Source: an optimization exercise on an open RTL-to-GDS flow (aim: small area, a short achievable clock period and few clock cycles per item). Production flows keep margins and buffers that such runs may drop. RTL that was checked went through simulation tests only; none was proved equivalent to the original.

// geofence
module geofence (clk, reset, X, Y, valid, is_inside);
input clk;
input reset;
input [9:0] X;
input [9:0] Y;
output valid;
output is_inside;
reg  [3:0] cnt;       
reg  [9:0] px, py;
reg  [9:0] dmx, dmy, rmx, rmy, lmx, lmy;    
reg        dsx, dsy, rsx, rsy, lsx, lsy;    
reg        in_flag;
wire [10:0] ex = {1'b0, X} - {1'b0, px};
wire [10:0] ey = {1'b0, Y} - {1'b0, py};
wire [9:0]  fx = px - X;
wire [9:0]  fy = py - Y;
wire        nx = ex[10], ny = ey[10];
wire        zx = (X == px), zy = (Y == py);
always @(posedge clk) begin
    dmx <= nx ? fx : ex[9:0];
    dmy <= ny ? fy : ey[9:0];
    dsx <= nx | (zx & ny);
    dsy <= ny | (zy & ~nx);
end
wire tie = ~dsy;
wire pa, ql;
cross_pos u_a (.usx(rsx), .umx(rmx), .usy(rsy), .umy(rmy),
               .wsx(dsx), .wmx(dmx), .wsy(dsy), .wmy(dmy), .tie(tie), .pos(pa));
cross_pos u_b (.usx(lsx), .umx(lmx), .usy(lsy), .umy(lmy),
               .wsx(dsx), .wmx(dmx), .wsy(dsy), .wmy(dmy), .tie(tie), .pos(ql));
wire pb = ~ql;        
always @(posedge clk or posedge reset) begin
    if (reset)            cnt <= 4'd0;
    else if (cnt[3])      cnt <= 4'd0;
    else                  cnt <= cnt + 4'd1;
end
wire first = (cnt == 4'd2);
always @(posedge clk) begin
    if (cnt == 4'd0) begin
        px <= X;
        py <= Y;
    end
    if (first || (!pa && pb)) begin
        rmx <= dmx; rsx <= dsx; rmy <= dmy; rsy <= dsy;
    end
    if (first || (pa && !pb)) begin
        lmx <= dmx; lsx <= dsx; lmy <= dmy; lsy <= dsy;
    end
    if (first)                          in_flag <= 1'b0;
    else if (!pa && !pb)               in_flag <= 1'b1;
end
assign valid = cnt[3];
assign is_inside = in_flag;
endmodule
For scale: about 1300 cells after synthesis, about 91 flip-flops, ~24 I/O pins, roughly 14000 um^2 of cells after synthesis.
==> flow/config.mk <==
export PLATFORM = sky130hd
export DESIGN_NAME = geofence
export DESIGN_NICKNAME = geofence
export VERILOG_FILES = /design/flow/design.v
export SDC_FILE = /design/flow/constraint.sdc
export NUM_CORES = 4
export LEC_CHECK = 0
export ABC_CLOCK_PERIOD_IN_PS = 4000
export CAP_MARGIN = 20
export CORE_MARGIN = 2
export CORE_UTILIZATION = 40
export PLACE_DENSITY = 0.75
export SLEW_MARGIN = 20
export SYNTH_HIERARCHICAL = 1
==> flow/constraint.sdc <==
create_clock -name core_clock -period 12.0 [get_ports {clk}]
set_input_delay 2.4000 -clock core_clock [delete_from_list [all_inputs] [get_ports {clk}]]
set_output_delay 2.4000 -clock core_clock [all_outputs]
set_load 0.01 [all_outputs]
standard.sh (not shown) runs the stock make flow with config.mk's settings and CLKGATE_MAP_FILE= SYNTH_SCRIPT=/design/flow/synth_recipe.tcl, a recipe that flattens the netlist after the stock synthesis.
==> flow/flow/run.sh <==
#!/bin/bash
set -euo pipefail
bash standard.sh SETUP_SLACK_MARGIN=6 finish > standard.log 2>&1
Testbench counts at the start, summed over its fixed seeds: cycles 10,800, objects 1,200.
Rerun with:
==> flow/run.sh (new file) <==
#!/bin/bash
# synth_recipe.tcl (not shown) runs the flow's synth.tcl, then flattens the netlist and writes it again
# the make line also repeats each setting of config.mk as NAME=value (left out here)
make -C /OpenROAD-flow-scripts/flow DESIGN_CONFIG=/design/flow/config.mk WORK_HOME=/design/flow/orfs CLKGATE_MAP_FILE= SYNTH_SCRIPT=/design/flow/synth_recipe.tcl finish
Settings changed: PLACE_DENSITY 0.75 to default, SETUP_SLACK_MARGIN from default to 5.
removed: flow/flow/run.sh
removed: flow/standard.sh
Effect: The new run completed without violations. Routed wire length went up slightly. Via count went down by a few percent. Clock skew went up by 5.8 ps. Core utilization went down by 0.28 points.

---

Setup of JK:
Starting RTL as in the previous note.
clock: 12.0 ns
lec_check: 0
abc_clock_period_in_ps: 4000
cap_margin: 20
core_margin: 2
core_utilization: 40
slew_margin: 20
synth_hierarchical: 1
==> flow/flow/run.sh <==
#!/bin/bash
set -euo pipefail
bash standard.sh SETUP_SLACK_MARGIN=6 finish > standard.log 2>&1
JK: all stages complete, timing, DRC and antenna checks passed
Testbench counts of JK, summed over its fixed seeds: cycles 10,800, objects 1,200.
--- input diff JK..MS ---
==> flow/flow/run.sh <==
#!/bin/bash
set -euo pipefail
bash standard.sh SETUP_SLACK_MARGIN=7 finish > standard.log 2>&1
[summary]
- On clock-pin transition on the worst setup and hold timing paths, MS and JK are neck and neck.
- JK -> MS: post-detailed-routing wire length increased by more than 10%
- Compared with JK, in MS post-route fraction of the period consumed by the critical path went down 2.1 points, final cell count now sits higher.
- [compare] base=JK new=MS: first-pass GRT wire length shows an increase of 7.9%.
[inputs] AL vs MS
==> flow/flow/run.sh <==
#!/bin/bash
set -euo pipefail
bash standard.sh SETUP_SLACK_MARGIN=6.25 finish > standard.log 2>&1
Notes after the runs:
Start point of the critical path: lmx[5]$_DFFE_PP_ -> MS, rmx[6]$_DFFE_PP_ -> AL. Compared with MS, in AL non-clock buffer count saw a decrease, met1 layer usage reported by global route saw a decrease, measured slew at the worst slew-check pin has increased, count of multi-input combinational gates flat. Going from MS to AL, initial antenna violation count lost 2, relative area of non-clock buffer cells in the final design shows a reduction of 1.3 points, post-placement cell area saw a decrease.
#### Input delta (TR over AL)
==> flow/flow/run.sh <==
#!/bin/bash
set -euo pipefail
bash standard.sh SETUP_SLACK_MARGIN=6 finish > standard.log 2>&1
-- flow/config.mk --
<<< AL, line 7
export LEC_CHECK = 0
export ABC_CLOCK_PERIOD_IN_PS = 4000
export CAP_MARGIN = 20
>>> TR, line 7
export LEC_CHECK = 0
export ABC_AREA = 1
export CAP_MARGIN = 20
## What came out
The higher core outline area came out of TR. Post-route minimum period, AL and TR, higher one = AL. Die area | TR > AL. For AL, the slowest cell on the critical path was edfxtp_1, unlike TR, where it was fa_1. Comparing AL and TR, total global routing track utilization is lower on AL. Relative to AL, met1 wire length has increased by 8.0% in TR. Mux cell area share after synthesis in TR is 1.3 points lower than in AL. Between AL and TR, total non-filler cell area in the finished layout increased. Compared with AL, TR shows a cell count after synthesis that is about 40% higher. TR against AL; fmax is up slightly. TR vs AL, share of the cycle needed by the critical path after routing went down by 0.21 points.
--- input diff TR..PW ---
-- flow/config.mk --
<<< TR, line 7
export LEC_CHECK = 0
export ABC_AREA = 1
export CAP_MARGIN = 20
>>> PW, line 7
export LEC_CHECK = 0
export ABC_CLOCK_PERIOD_IN_PS = 4000
export CAP_MARGIN = 20
<<< TR, line 11
export CORE_UTILIZATION = 40
export SLEW_MARGIN = 20
>>> PW, line 11
export CORE_UTILIZATION = 40
export CTS_BUF_LIST = sky130_fd_sc_hd__clkbuf_4 sky130_fd_sc_hd__clkbuf_8
export SLEW_MARGIN = 20
--- outcome ---
PW finished every stage and its layout cleared the timing, design-rule and antenna checks. TR ran to completion and came out clean on the timing, design-rule and antenna checks. PW vs. TR: register area held steady, first-pass GRT wire length shrank by 6400 um. The post-layout utilization of the core of TR and that of PW are within noise of each other. Cmp PW and TR / fraction of area in multi-input gates / lower: TR. Between TR and PW, total buffers and inverters traversed by the critical path decreased. [PW vs TR] post-route clock period utilization: higher in PW. Of PW and TR, it is PW that has the lower y dimension of the die.

---

== job 101 ==
Another version of the RTL of geofence (not shown whole).
Size in the first run: about 1200 cells after synthesis, ~110 flip-flops, ~24 I/O pins, roughly 13000 um2 of cells after synthesis.
==> flow/config.mk <==
export PLATFORM = sky130hd
export DESIGN_NAME = geofence
export DESIGN_NICKNAME = geofence
export VERILOG_FILES = /design/flow/design.v
export SDC_FILE = /design/flow/constraint.sdc
export NUM_CORES = 4
export LEC_CHECK = 0
export ABC_CLOCK_PERIOD_IN_PS = 4000
export CAP_MARGIN = 20
export CORE_MARGIN = 2
export CORE_UTILIZATION = 40
export SLEW_MARGIN = 20
export SYNTH_HIERARCHICAL = 1
==> flow/constraint.sdc <==
create_clock -name core_clock -period 12.0 [get_ports {clk}]
set_input_delay 2.4000 -clock core_clock [delete_from_list [all_inputs] [get_ports {clk}]]
set_output_delay 2.4000 -clock core_clock [all_outputs]
set_load 0.01 [all_outputs]
==> flow/flow/run.sh <==
#!/bin/bash
set -euo pipefail
bash standard.sh SETUP_SLACK_MARGIN=6.5 finish > standard.log 2>&1
Job 101 finished end to end and its layout was clean on timing, DRC and antenna.
What job 102 does differently from job 101 at the input level:
==> flow/flow/run.sh <==
#!/bin/bash
set -euo pipefail
bash standard.sh SETUP_SLACK_MARGIN=7 finish > standard.log 2>&1
==> notes.md <==
Minimum clock period after layout on job 102 is down relative to job 101. Looking at final design instance area without fill, job 102 sits above job 101. Job 102 went all the way through synthesis, placement and routing and the layout is clean on timing, DRC and antenna. Relative to job 101, the mean number of vias per cell measured on job 102 has decreased slightly. Job 102 ended up with a higher area growth from synthesis to final layout than job 101 did. Clock-pin slew on the worst setup and hold paths across job 102 and job 101: no real change.
No run of this note included a check of the RTL's function; only the layout flow was run.

---

garnet:
Another version of the RTL of geofence (not shown whole).
Size: about 1300 cells after synthesis, about 91 flip-flops.
export LEC_CHECK = 0
export ABC_CLOCK_PERIOD_IN_PS = 4000
export CAP_MARGIN = 20
export CORE_MARGIN = 2
export CORE_UTILIZATION = 40
export SLEW_MARGIN = 20
export SYNTH_HIERARCHICAL = 1
create_clock -name core_clock -period 12.0 [get_ports {clk}]
==> flow/flow/run.sh <==
#!/bin/bash
set -euo pipefail
bash standard.sh SETUP_SLACK_MARGIN=6.5 finish > standard.log 2>&1
garnet did not stop at any stage, and its layout met the timing, design-rule and antenna checks.
Testbench counts of garnet, summed over its fixed seeds: cycles 10,800, objects 1,200.
Changes in cedar relative to garnet:
==> flow/flow/run.sh <==
#!/bin/bash
set -euo pipefail
bash standard.sh SETUP_SLACK_MARGIN=6.25 finish > standard.log 2>&1
--- a/flow/config.mk
+++ b/flow/config.mk
@@ -11 +11 @@
-export CORE_UTILIZATION = 40
+export CORE_UTILIZATION = 55
[summary]
Comparing placed wire-length estimate for garnet and cedar, the bigger number came from cedar.
Looking at wire length of the first global-routing pass across both flows, cedar is the stronger of the two, with garnet trailing.
garnet -> cedar: final-stage net count decreased by a few percent
The clock period minus worst slack in cedar was higher than what garnet gave.
Diff garnet -> cedar: share of post-route cells with drive strength above 1 fell 10 points, fraction of standard cell area that is sequential rose 0.93 points.
Higher first-iteration DRC count goes to garnet over cedar.
What juniper does differently from cedar at the input level:
--- a/flow/config.mk
+++ b/flow/config.mk
@@ -11 +11 @@
-export CORE_UTILIZATION = 55
+export CORE_UTILIZATION = 30
Findings:
Going from cedar to juniper, the initial core utilization was found to have gone down by 25 points.
cedar -> juniper: synthesized-area fraction occupied by adder cells delta 0, exact match
Summary of juniper over cedar: area share of buffers outside the clock network climbed 1.1 points, post-route non-filler standard cell count climbed 291.
juniper against cedar; routed length on met3 is down slightly.
Setup changes, juniper to fjord
==> flow/flow/run.sh <==
#!/bin/bash
set -euo pipefail
bash standard.sh SETUP_SLACK_MARGIN=6.25 "BUFFER_PORTS_ARGS=-buffer_cell sky130_fd_sc_hd__buf_1" finish > standard.log 2>&1
--- a/flow/config.mk
+++ b/flow/config.mk
@@ -11 +11 @@
-export CORE_UTILIZATION = 30
+export CORE_UTILIZATION = 40
--- outcome ---
- Final routed wire length divided by cell count (lower): juniper
- fjord: total wirelength of the detailed-routed design 1.0% below juniper
- fjord vs juniper: relative area change from synthesis to final layout down
- fjord does better than juniper on final period demand of the worst path.
- Re total of plain and repair buffers excluding clock buffers: juniper and fjord aren't equal, and the lower value belongs to fjord.
- Sequential share of layout area up 0.67 points in fjord wrt juniper
- Average footprint of a synthesized cell: juniper vs fjord identical
- Compared with juniper, fjord shows area of all placed cells without fillers that has gone down by a few percent.
- Between juniper and fjord, multi-input logic portion of the cell area is higher for fjord, juniper comes in under that.

---

geofence with an RTL version that a note above also has.
For scale: roughly 1300 cells after synthesis, about 91 flip-flops, ~24 I/O pins, about 0.014 mm² of cells after synthesis.
==> flow/design.v (excerpt) <==
module geofence (clk, reset, X, Y, valid, is_inside);
input clk;
input reset;
input [9:0] X;
input [9:0] Y;
output valid;
output is_inside;
reg  [3:0] cnt;       
reg  [9:0] px, py;
reg  [9:0] dmx, dmy, rmx, rmy, lmx, lmy;    
reg        dsx, dsy, rsx, rsy, lsx, lsy;    
reg        in_flag;
wire [10:0] ex = {1'b0, X} - {1'b0, px};
wire [10:0] ey = {1'b0, Y} - {1'b0, py};
wire [9:0]  fx = px - X;
wire [9:0]  fy = py - Y;
wire        nx = ex[10], ny = ey[10];
wire        zx = (X == px), zy = (Y == py);
always @(posedge clk) begin
    dmx <= nx ? fx : ex[9:0];
    dmy <= ny ? fy : ey[9:0];
    dsx <= nx | (zx & ny);
    dsy <= ny | (zy & ~nx);
end
wire tie = ~dsy;
wire pa, ql;
cross_pos u_a (.usx(rsx), .umx(rmx), .usy(rsy), .umy(rmy),
               .wsx(dsx), .wmx(dmx), .wsy(dsy), .wmy(dmy), .tie(tie), .pos(pa));
cross_pos u_b (.usx(lsx), .umx(lmx), .usy(lsy), .umy(lmy),
               .wsx(dsx), .wmx(dmx), .wsy(dsy), .wmy(dmy), .tie(tie), .pos(ql));
wire pb = ~ql;        
always @(posedge clk or posedge reset) begin
    if (reset)            cnt <= 4'd0;
    else if (cnt[3])      cnt <= 4'd0;
    else                  cnt <= cnt + 4'd1;
end
wire first = (cnt == 4'd2);
always @(posedge clk) begin
    if (cnt == 4'd0) begin
        px <= X;
        py <= Y;
    end
    if (first || (!pa && pb)) begin
        rmx <= dmx; rsx <= dsx; rmy <= dmy; rsy <= dsy;
    end
    if (first || (pa && !pb)) begin
        lmx <= dmx; lsx <= dsx; lmy <= dmy; lsy <= dsy;
    end
    if (first)                          in_flag <= 1'b0;
    else if (!pa && !pb)               in_flag <= 1'b1;
end
assign valid = cnt[3];
assign is_inside = in_flag;
endmodule
export LEC_CHECK = 0
export ABC_CLOCK_PERIOD_IN_PS = 4000
export CAP_MARGIN = 20
export CORE_MARGIN = 2
export CORE_UTILIZATION = 40
export SLEW_MARGIN = 20
export SYNTH_HIERARCHICAL = 1
create_clock -name core_clock -period 12.0 [get_ports {clk}]
==> flow/flow/run.sh <==
#!/bin/bash
set -euo pipefail
bash standard.sh SETUP_SLACK_MARGIN=6.5 finish > standard.log 2>&1
Testbench counts at the start, summed over its fixed seeds: cycles 10,800, objects 1,200.
==> next run, changes <==
==> flow/flow/run.sh (replaced) <==
#!/bin/bash
set -euo pipefail
bash standard.sh SETUP_SLACK_MARGIN=6 finish > standard.log 2>&1
GPL_ROUTABILITY_DRIVEN = 0   (was unset)
After rerunning:
- The new run went through all stages and came out clean
- core utilization goes down by 2.6 points
- setup slack loses 0.31 ns
- wire length goes down by 7.5%
- global-route usage goes down by 0.64 points
==> next run, changes <==
CORE_UTILIZATION = 60   (was 40)
GPL_ROUTABILITY_DRIVEN = unset   (was 0)
The changed run finished with timing, DRC and antenna clean.
Sequential share of layout area grows by 0.27 points.
Routed wire length goes up by 2.2%.
Flip-flop and latch count does not change.

---

Setup of run 1:
geofence, a different RTL version from the one above (not shown whole).
Size in the first run: ~24 I/O pins.
## geofence
module geofence (clk, reset, X, Y, valid, is_inside);
input clk;
input reset;
input [9:0] X;
input [9:0] Y;
output valid;
output is_inside;
reg  [3:0] cnt;       
reg  [9:0] px, py;
reg  [9:0] dmx, dmy, rmx, rmy, lmx, lmy;    
reg        dsx, dsy, rsx, rsy, lsx, lsy;    
reg        in_flag;
wire [10:0] ex = {1'b0, X} - {1'b0, px};
wire [10:0] ey = {1'b0, Y} - {1'b0, py};
wire [9:0]  fx = px - X;
wire [9:0]  fy = py - Y;
wire        nx = ex[10], ny = ey[10];
wire        zx = (X == px), zy = (Y == py);
always @(posedge clk) begin
    dmx <= nx ? fx : ex[9:0];
    dmy <= ny ? fy : ey[9:0];
    dsx <= nx | (zx & ny);
    dsy <= ny | (zy & ~nx);
end
wire tie = ~dsy;
wire npa, nql;
wire pa = ~npa, ql = ~nql;
cross_pos u_a (.usx(rsx), .umx(rmx), .usy(rsy), .umy(rmy),
               .wsx(dsx), .wmx(dmx), .wsy(dsy), .wmy(dmy), .tie(tie), .npos(npa));
cross_pos u_b (.usx(lsx), .umx(lmx), .usy(lsy), .umy(lmy),
               .wsx(dsx), .wmx(dmx), .wsy(dsy), .wmy(dmy), .tie(tie), .npos(nql));
wire pb = ~ql;        
  ...
clock: 12.0 ns
lec_check: 0
abc_clock_period_in_ps: 4000
cap_margin: 20
core_margin: 2
core_utilization: 40
slew_margin: 20
synth_hierarchical: 1
==> flow/flow/run.sh <==
#!/bin/bash
set -euo pipefail
bash standard.sh SETUP_SLACK_MARGIN=6 finish > standard.log 2>&1
Input-level comparison between run 2 and run 1:
==> flow/flow/run.sh <==
#!/bin/bash
set -euo pipefail
bash standard.sh SETUP_SLACK_MARGIN=6.5 finish > standard.log 2>&1
Notes after the runs:
- Cmp run 1 and run 2 / global-route met2 utilization / higher: run 2
- Relative to run 1, post-route core utilization increased by 2.5 points in run 2.
- Between run 1 and run 2, the final cell count is lower for run 1.
- On final critical-path share of the clock period: run 2 sits below run 1.
No run of this note included a check of the RTL's function; only the layout flow was run.

## afterwards: timing with drivers on the ports
Ports are ideal in the flow. The routed layouts listed here were re-timed in OpenROAD.
Step 1 sets driving cells, clkbuf_16 on the clock port and buf_2 on the other inputs (assumed; they add their load-dependent delay and slew).
Step 2, shift: input delay + t, output delay - t, t = (earliest + latest rising clock arrival at the registers) / 2. This alone moves slack from input paths to output paths.
Slacks: ideal / step 1 / step 2; pairs: ideal / step 1.
run	shift t [ns]	setup WS [ns]	worst data-port slew with drivers (ns)
the first run of note 1	0.384	6.252 / 6.252 / 6.252	0.04
the second run of note 1	0.394	5.554 / 5.554 / 5.554	0.03
JK	0.387	6.234 / 6.234 / 6.234	0.04
MS	0.373	6.491 / 6.491 / 6.491	0.04
AL	0.387	6.402 / 6.402 / 6.402	0.04
TR	0.382	6.427 / 6.427 / 6.427	0.04
PW	0.405	6.212 / 6.212 / 6.212	0.04
job 101	0.471	6.389 / 6.389 / 6.070	0.04
job 102	0.467	6.533 / 6.533 / 6.125	0.06
garnet	0.369	6.605 / 6.605 / 6.605	0.05
cedar	0.376	6.341 / 6.341 / 6.341	0.04
juniper	0.379	6.380 / 6.380 / 6.380	0.04
fjord	0.367	6.439 / 6.439 / 6.439	0.04
the first run of note 5	0.382	6.545 / 6.545 / 6.545	0.03
the second run of note 5	0.387	6.234 / 6.234 / 6.234	0.04
the third run of note 5	0.388	6.247 / 6.247 / 6.247	0.03
run 1	0.386	6.322 / 6.322 / 6.322	0.03
run 2	0.382	6.603 / 6.603 / 6.603	0.04
After both steps setup and hold are still met in every run listed. The setup slack of job 102, which loses most, moves by 0.000 ns with the drivers and by -0.408 ns with both steps.
